This design comes from an exercise in tuning for small area and a short achievable clock period on the open sky130 flow, not from production work.

// ALU
module ALU( clk, rst, sw, c, d, led, dp );
  input [15:0] sw;
  input clk;
  input rst;
  output reg dp;
  output reg [0:6] c;
  output reg [3:0] d;
  output reg [15:0] led;    
  wire led15 = led[15];
  wire led14 = led[14];
  reg [15:0] s;       
  reg [15:0] p;       
  reg [3:0]  m;       
  reg [4:0]  k;       
  wire first = (m == 4'd10);
  function [16:0] addc(input [15:0] a, input [15:0] b, input ci);
    integer i;
    reg cy;
    begin
      cy = ci;
      for (i = 0; i < 16; i = i + 1) begin
        addc[i] = a[i] ^ b[i] ^ cy;
        cy = (a[i] & b[i]) | (cy & (a[i] ^ b[i]));
      end
      addc[16] = cy;
    end
  endfunction
  function [11:0] cneg12(input [11:0] a, input ng);
    integer i;
    reg cy;
    begin
      cy = ng;
      for (i = 0; i < 12; i = i + 1) begin
        cneg12[i] = (a[i] ^ ng) ^ cy;
        cy = cy & (a[i] ^ ng);
      end
    end
  endfunction
  function [15:0] cneg16(input [15:0] a, input ng);
    integer i;
    reg cy;
    begin
      cy = ng;
      for (i = 0; i < 16; i = i + 1) begin
        cneg16[i] = (a[i] ^ ng) ^ cy;
        cy = cy & (a[i] ^ ng);
      end
    end
  endfunction
  function ovf(input [15:0] x);
    begin
      if (x[15])
        ovf = (x[14:0] <= 15'd22768);
      else
        ovf = (x[14:0] >= 15'd10000);
    end
  endfunction
  wire [5:0] sa = s[15:10];
  wire [5:0] sb = s[9:4];
  wire [2:0] scmd = s[3:1];
  wire       sfp  = s[0];
  wire       fpmd = sfp & (scmd[2:1] == 2'b01);
  wire [5:0] ua = cneg12({6'b0, sa}, sa[5]);    
  wire [5:0] ub = cneg12({6'b0, sb}, sb[5]);
  wire sa32 = (sa == 6'b100000);
  wire sb32 = (sb == 6'b100000);
  ...
Size in the first run: roughly 1,300 cells after synthesis, about 46 I/O pins, ~7500 sq um of cells after synthesis.
clock: 180.0 ns
lec_check: 0
abc_area: 1
cap_margin: 20
core_margin: 2
core_utilization: 40
cts_buf_list: sky130_fd_sc_hd__clkbuf_4 sky130_fd_sc_hd__clkbuf_8
gpl_timing_driven: 0
slew_margin: 20
standard.sh (not shown) runs the stock make flow with config.mk's settings and CLKGATE_MAP_FILE= SYNTH_SCRIPT=/design/flow/synth_recipe.tcl, a recipe that flattens the netlist after the stock synthesis.
==> flow/flow/run.sh <==
#!/bin/bash
# Own layout flow: the standard synthesis, then the combinational logic
# re-mapped with a stronger ABC script (registers and their names kept),
# then the standard layout from the re-mapped netlist.
set -euo pipefail
W=$(pwd)
R=$W/orfs/results/$FLOW_PLATFORM/ALU/base
YOSYS=$(command -v yosys || echo "$FLOW_HOME/../tools/install/yosys/bin/yosys")
bash standard.sh synth > "$W/std_synth.log" 2>&1
cp "$R/1_2_yosys.v" "$W/std_1_2_yosys.v"
export REMAP_LIB=$FLOW_HOME/platforms/$FLOW_PLATFORM/lib/sky130_fd_sc_hd__tt_025C_1v80.lib
export REMAP_IN=$W/std_1_2_yosys.v
export REMAP_OUT=$W/remap_1_2_yosys.v
export REMAP_SCRIPT=$W/flow/abc.script
export REMAP_TOP=$FLOW_TOP
export REMAP_DONT_USE="$(sed -n '/DONT_USE_CELLS += /,/^#/p' "$FLOW_HOME/platforms/$FLOW_PLATFORM/config.mk" | grep -o 'sky130_fd_sc_hd__[a-z0-9_]*' | tr '\n' ' ')"
"$YOSYS" -c "$W/flow/remap.tcl" > "$W/remap.log" 2>&1
cp "$REMAP_OUT" "$R/1_2_yosys.v"
rm -f "$R/1_synth.odb" "$R/1_synth.sdc"
bash standard.sh BUFFER_PORTS_ARGS="-buffer_cell sky130_fd_sc_hd__buf_1" CTS_ARGS="-sink_clustering_enable -repair_clock_nets -buf_list {sky130_fd_sc_hd__clkbuf_4 sky130_fd_sc_hd__clkbuf_8} -dont_use_dummy_load" finish > "$W/layout.log" 2>&1
==> flow/flow/abc.script <==
strash
balance
rewrite
refactor
balance
rewrite
rewrite -z
balance
refactor -z
rewrite -z
balance
&get -n
&deepsyn -T 120
&put
dch -f
amap
==> flow/flow/remap.tcl <==
# Re-map the combinational logic of the standard synthesis netlist with a
# stronger ABC script. Registers (and their instance names) are kept as is.
set lib $::env(REMAP_LIB)
set in  $::env(REMAP_IN)
set out $::env(REMAP_OUT)
set scr $::env(REMAP_SCRIPT)
set dont_use {}
foreach c $::env(REMAP_DONT_USE) { lappend dont_use -dont_use $c }
yosys read_liberty -ignore_miss_func $lib
yosys read_verilog $in
yosys hierarchy -top $::env(REMAP_TOP)
# keep sequential and tie cells as they are
set fh [open $in r]
set text [read $fh]
close $fh
set keep {}
foreach name [lsort -unique [regexp -all -inline {sky130_fd_sc_hd__[a-z0-9_]+} $text]] {
  if {[regexp {__(e?s?df|dl)} $name]} { lappend keep $name }
}
foreach m $keep { yosys blackbox $m }
yosys stat -liberty $lib
yosys flatten
yosys rename -hide {w:*.*}
yosys opt_clean -purge
yosys techmap
yosys opt -fast
yosys abc -liberty $lib {*}$dont_use -script $scr
yosys opt_clean -purge
yosys read_liberty -lib -ignore_redef $lib
yosys hilomap -hicell sky130_fd_sc_hd__conb_1 HI -locell sky130_fd_sc_hd__conb_1 LO
yosys splitnets
yosys opt_clean -purge
yosys insbuf -buf sky130_fd_sc_hd__buf_4 A X
yosys opt_clean -purge
yosys opt_clean -purge
yosys stat -liberty $lib
yosys check -assert
yosys write_verilog -noattr -noexpr -nohex -nodec $out
The first run ran to the end with no violations.
Edit:
--- a/flow/flow/run.sh
+++ b/flow/flow/run.sh
@@ -14,0 +15 @@
+export REMAP_SCRIPT_IN=$W/flow/abc_in.script
@@ -20 +21 @@
-bash standard.sh BUFFER_PORTS_ARGS="-buffer_cell sky130_fd_sc_hd__buf_1" CTS_ARGS="-sink_clustering_enable -repair_clock_nets -buf_list {sky130_fd_sc_hd__clkbuf_4 sky130_fd_sc_hd__clkbuf_8} -dont_use_dummy_load" finish > "$W/layout.log" 2>&1
+bash standard.sh BUFFER_PORTS_ARGS="-buffer_cell sky130_fd_sc_hd__buf_1" finish > "$W/layout.log" 2>&1
--- a/flow/flow/abc.script
+++ b/flow/flow/abc.script
@@ -12,3 +11,0 @@
-&get -n
-&deepsyn -T 120
-&put
==> flow/flow/abc_in.script (new file) <==
strash
dch -f
map
topo
--- a/flow/flow/remap.tcl
+++ b/flow/flow/remap.tcl
@@ -26,0 +27,6 @@
+# logic fed by the input ports (up to the registers) is mapped on its own,
+# so that the inputs stay close to the registers they feed
+set ffsel {}
+foreach m $keep { lappend ffsel -$m }
+yosys select -set incone i:* %co*:[join $ffsel :]
+yosys abc -liberty $lib {*}$dont_use -script $::env(REMAP_SCRIPT_IN) @incone
--- a/flow/config.mk
+++ b/flow/config.mk
@@ -12,2 +12 @@
-export CTS_BUF_LIST = sky130_fd_sc_hd__clkbuf_4 sky130_fd_sc_hd__clkbuf_8
-export GPL_TIMING_DRIVEN = 0
+export CTS_BUF_LIST = sky130_fd_sc_hd__clkbuf_4
The new run ran to the end with no violations.
Worst hold slack is better by 0.046 ns.
Die area went up by 9.2%.
Maximum frequency rises by 1.9%.
Via count goes up by 10%.
Design area rose by 11%.
Wire length came out higher by 7.7%.
Final cell count came out higher by 12%.
Count of clock-buffer cells in the layout is unchanged.
Edit:
--- a/flow/flow/run.sh
+++ b/flow/flow/run.sh
@@ -21 +21 @@
-bash standard.sh BUFFER_PORTS_ARGS="-buffer_cell sky130_fd_sc_hd__buf_1" finish > "$W/layout.log" 2>&1
+bash standard.sh BUFFER_PORTS_ARGS="-buffer_cell sky130_fd_sc_hd__buf_1" CTS_ARGS="-sink_clustering_enable -repair_clock_nets -buf_list {sky130_fd_sc_hd__clkbuf_4 sky130_fd_sc_hd__clkbuf_8} -dont_use_dummy_load" finish > "$W/layout.log" 2>&1
--- a/flow/flow/abc.script
+++ b/flow/flow/abc.script
@@ -11,0 +12,3 @@
+&get -n
+&deepsyn -T 120
+&put
--- a/flow/config.mk
+++ b/flow/config.mk
@@ -12 +12,2 @@
-export CTS_BUF_LIST = sky130_fd_sc_hd__clkbuf_4
+export CTS_BUF_LIST = sky130_fd_sc_hd__clkbuf_4 sky130_fd_sc_hd__clkbuf_8
+export GPL_TIMING_DRIVEN = 0
Effect: The changed run completed with no timing, DRC or antenna violations. Clock skew grows by 0.0051 ns. Die area falls by about 5%. Cell count is lower by about 6%. Sequential share of layout area increases by 0.88 points. Hold slack gets worse by 0.018 ns. Cell area decreases by 6.3%. Via count goes down by about 7%. Setup slack loses 0.68 ns.
Edit:
--- a/flow/flow/run.sh
+++ b/flow/flow/run.sh
@@ -15 +14,0 @@
-export REMAP_SCRIPT_IN=$W/flow/abc_in.script
@@ -21 +20 @@
-bash standard.sh BUFFER_PORTS_ARGS="-buffer_cell sky130_fd_sc_hd__buf_1" CTS_ARGS="-sink_clustering_enable -repair_clock_nets -buf_list {sky130_fd_sc_hd__clkbuf_4 sky130_fd_sc_hd__clkbuf_8} -dont_use_dummy_load" finish > "$W/layout.log" 2>&1
+bash standard.sh BUFFER_PORTS_ARGS="-buffer_cell sky130_fd_sc_hd__buf_1" CTS_ARGS="-sink_clustering_enable -repair_clock_nets -buf_list {sky130_fd_sc_hd__clkbuf_4 sky130_fd_sc_hd__clkbuf_8} -dont_use_dummy_load" SETUP_SLACK_MARGIN=143.0 finish > "$W/layout.log" 2>&1
--- a/flow/flow/remap.tcl
+++ b/flow/flow/remap.tcl
@@ -27,6 +26,0 @@
-# logic fed by the input ports (up to the registers) is mapped on its own,
-# so that the inputs stay close to the registers they feed
-set ffsel {}
-foreach m $keep { lappend ffsel -$m }
-yosys select -set incone i:* %co*:[join $ffsel :]
-yosys abc -liberty $lib {*}$dont_use -script $::env(REMAP_SCRIPT_IN) @incone
removed: flow/flow/abc_in.script
The changed run ran to the end with no violations.
Clock skew barely changes.
Worst hold slack is worse by 0.031 ns.
Maximum frequency rose by 1.6%.
First-iteration DRC count fell by 4.0%.
Setup slack is better by 0.61 ns.
Edit:
--- a/flow/flow/run.sh
+++ b/flow/flow/run.sh
@@ -20 +20 @@
-bash standard.sh BUFFER_PORTS_ARGS="-buffer_cell sky130_fd_sc_hd__buf_1" CTS_ARGS="-sink_clustering_enable -repair_clock_nets -buf_list {sky130_fd_sc_hd__clkbuf_4 sky130_fd_sc_hd__clkbuf_8} -dont_use_dummy_load" SETUP_SLACK_MARGIN=143.0 finish > "$W/layout.log" 2>&1
+bash standard.sh BUFFER_PORTS_ARGS="-buffer_cell sky130_fd_sc_hd__buf_2" CTS_ARGS="-sink_clustering_enable -repair_clock_nets -buf_list {sky130_fd_sc_hd__clkbuf_4 sky130_fd_sc_hd__clkbuf_8} -dont_use_dummy_load" finish > "$W/layout.log" 2>&1
Effect:
- via count rises by 0.35%
- design area falls by 0.79%
No functional check of the RTL was part of any run of this note.

separate check: timing with driven ports:
No port has a modelled driver above. Below, the same layouts with a new extraction and two added sets of constraints.
Step 1 assumes that a clkbuf_16 drives the clock port and a buf_2 every other input.
Step 2 times the ports against the registers' clock, not the clock port: input delays grow and output delays shrink by t, the midpoint of the rising clock arrivals with the driver on.
Slacks: no drivers / after step 1 / after step 2; pairs: no drivers / after step 1.
| run | t (ns) | setup slack, ns | hold slack, ns | worst slew at a driven data input, ns |
|---|---|---|---|---|
| the first run | 0.359 | 142.358 / 142.367 / 142.008 | 0.468 / 0.468 / 0.468 | 0.03 |
| the second run | 0.441 | 143.073 / 143.039 / 142.657 | 0.514 / 0.514 / 0.514 | 0.03 |
| the third run | 0.381 | 142.390 / 142.398 / 142.018 | 0.496 / 0.496 / 0.496 | 0.03 |
| the fourth run | 0.359 | 142.998 / 142.996 / 142.637 | 0.465 / 0.465 / 0.465 | 0.05 |
| the fifth run | 0.353 | 142.599 / 142.607 / 142.255 | 0.453 / 0.453 / 0.453 | 0.03 |
After both steps every run listed still meets setup and hold. The setup slack of the second run, which loses most, moves by -0.034 ns with the drivers and by -0.416 ns with both steps.
